What follows belongs to an exercise in optimizing a design on an open flow for small area; a production flow would make more cautious choices. The RTL was checked by simulation tests, not by an equivalence proof against the original design. No activity file was given, so power comes from the tool's default toggle rates.

==> flow/design.v (excerpt) <==
module Num24(clk, rst, JA_row, JA_col, START, RESTART, red, green, blue, hsync, vsync);
Settings: LEC_CHECK=0, ABC_AREA=1, CAP_MARGIN=20, CORE_MARGIN=2, CORE_UTILIZATION=70, CTS_BUF_LIST=sky130_fd_sc_hd__clkbuf_8, SLEW_MARGIN=20; clock period 18.0 ns.
standard.sh (not shown) runs the stock make flow with config.mk's settings and CLKGATE_MAP_FILE= SYNTH_SCRIPT=/design/flow/synth_recipe.tcl, a recipe that flattens the netlist after the stock synthesis.
==> flow/flow/run.sh <==
#!/bin/bash
# The standard layout (standard.sh: standard synthesis, floorplan, place,
# CTS, route), with one change: clock tree synthesis inserts no dummy loads
# (the H-tree balancing cells that drive nothing). Output of the ORFS run goes
# to standard_flow.log; ORFS's per-step logs stay under orfs/logs/.
set -euo pipefail
export CTS_ARGS="-sink_clustering_enable -repair_clock_nets -buf_list sky130_fd_sc_hd__clkbuf_8 -dont_use_dummy_load"
bash standard.sh finish > standard_flow.log 2>&1
Change:
==> flow/flow/run.sh (replaced) <==
#!/bin/bash
# The standard layout (standard.sh: standard synthesis, floorplan, place,
# CTS, route), with two changes:
# - every input and output port still gets a buffer, but a
#   sky130_fd_sc_hd__buf_1 rather than the default delay buffer;
# - clock tree synthesis inserts no dummy loads (the H-tree balancing cells
#   that drive nothing).
# Output of the ORFS run goes to standard_flow.log; ORFS's per-step logs stay
# under orfs/logs/.
set -euo pipefail
export BUFFER_PORTS_ARGS="-buffer_cell sky130_fd_sc_hd__buf_1"
export CTS_ARGS="-sink_clustering_enable -repair_clock_nets -buf_list sky130_fd_sc_hd__clkbuf_8 -dont_use_dummy_load"
bash standard.sh finish > standard_flow.log 2>&1
Outcome: Design area is lower slightly. Worst hold slack improves by 11 ps. Power is lower slightly. Cell count barely changes. Area after synthesis stays the same. Non-clock buffer count is lower by 2. Worst setup slack improves by 320 ps. Routed wire length is lower slightly. Clock-buffer cell count does not change.
Change:
==> flow/run.sh (new file) <==
#!/bin/bash
# synth_recipe.tcl (not shown) runs the flow's synth.tcl, then flattens the netlist and writes it again
# the make line also repeats each setting of config.mk as NAME=value (left out here)
make -C /OpenROAD-flow-scripts/flow DESIGN_CONFIG=/design/flow/config.mk WORK_HOME=/design/flow/orfs CLKGATE_MAP_FILE= SYNTH_SCRIPT=/design/flow/synth_recipe.tcl finish
removed: flow/flow/run.sh
removed: flow/standard.sh
The new run ran to the end with no violations.
Hold slack stays flat.
Die area is unchanged.
Wire length is higher by 1.5%.
Via count grows by 1.6%.
Clock-buffer cell count came out higher by 3.
Sequential share of layout area shrinks by 0.59 points.
Register-to-register slack degrades by 320 ps.
Maximum frequency falls by 2.0%.

## v6
Num24, a different RTL version from the one above (not shown whole).
Size: roughly 120 flip-flops, ~0.012 mm^2 of cells after synthesis.
make LEC_CHECK=0 ABC_AREA=1 CAP_MARGIN=20 CORE_MARGIN=2 CORE_UTILIZATION=70 CTS_BUF_LIST=sky130_fd_sc_hd__clkbuf_8 CTS_CLUSTER_DIAMETER=100 CTS_CLUSTER_SIZE=30 SLEW_MARGIN=20 finish   # period 18.0 ns
run.sh (not shown) runs the stock make flow with config.mk's settings and CLKGATE_MAP_FILE= SYNTH_SCRIPT=/design/flow/synth_recipe.tcl, a recipe that flattens the netlist after the stock synthesis.
Stock flow here: none of the scripts above is used.
The final layout from v6, which completed every stage, passed the timing, DRC and antenna checks at the end of the flow.
Here is what was changed in the inputs of v7 compared with v6.
Settings: CTS_CLUSTER_SIZE no longer set, was 30; CTS_CLUSTER_DIAMETER no longer set, was 100.
### Flow results
- Power consumed by the clock network essentially unchanged between v6 and v7.
- As far as number of buffers on the longest clock path goes, v6 and v7 are indistinguishable; the numbers are identical.
- Count of inverters not on the clock network in the layout came out exactly the same in v7 and v6.
- Changes observed in v7 relative to v6: cell area after synthesis barely changed; worst hold slack barely changed; met1 track demand over resource in global routing barely changed; number of clock buffers in the layout barely changed; footprint of the multi-input gates barely changed.
- v7 and v6 ended up with nearly the same total internal power.
- Time the worst path needs with I/O delays and setup across v7 and v6: no real change.

-- re-timing with driven ports --
No port has a modelled driver above. Below, the same layouts with a new extraction and two added sets of constraints.
Step 1 (the two cells are an assumption about what drives the block):
set clk [get_ports {clk}]
set_driving_cell -lib_cell sky130_fd_sc_hd__clkbuf_16 $clk
set_driving_cell -lib_cell sky130_fd_sc_hd__buf_2 [delete_from_list [all_inputs] $clk]
Step 2 times the ports against the registers' clock, not the clock port: input delays grow and output delays shrink by t, the midpoint of the rising clock arrivals with the driver on.
a / b / c = ideal / step 1 / step 2; a / b = the first two.
run | shift t [ns] | setup WS [ns] | latest minus earliest clock arrival (ns) | cell pins on the clock port's net
the first run of note 1 | 0.463 | 1.633 / 1.633 / 1.633 | 0.034 / 0.033 | 1
the second run of note 1 | 0.482 | 1.954 / 1.954 / 1.954 | 0.029 / 0.030 | 1
the third run of note 1 | 0.482 | 1.632 / 1.632 / 1.632 | 0.022 / 0.022 | 1
v6 | 0.477 | 1.081 / 1.081 / 1.081 | 0.015 / 0.016 | 1
v7 | 0.477 | 1.081 / 1.081 / 1.081 | 0.015 / 0.016 | 1
After both steps every run listed still meets setup and hold.
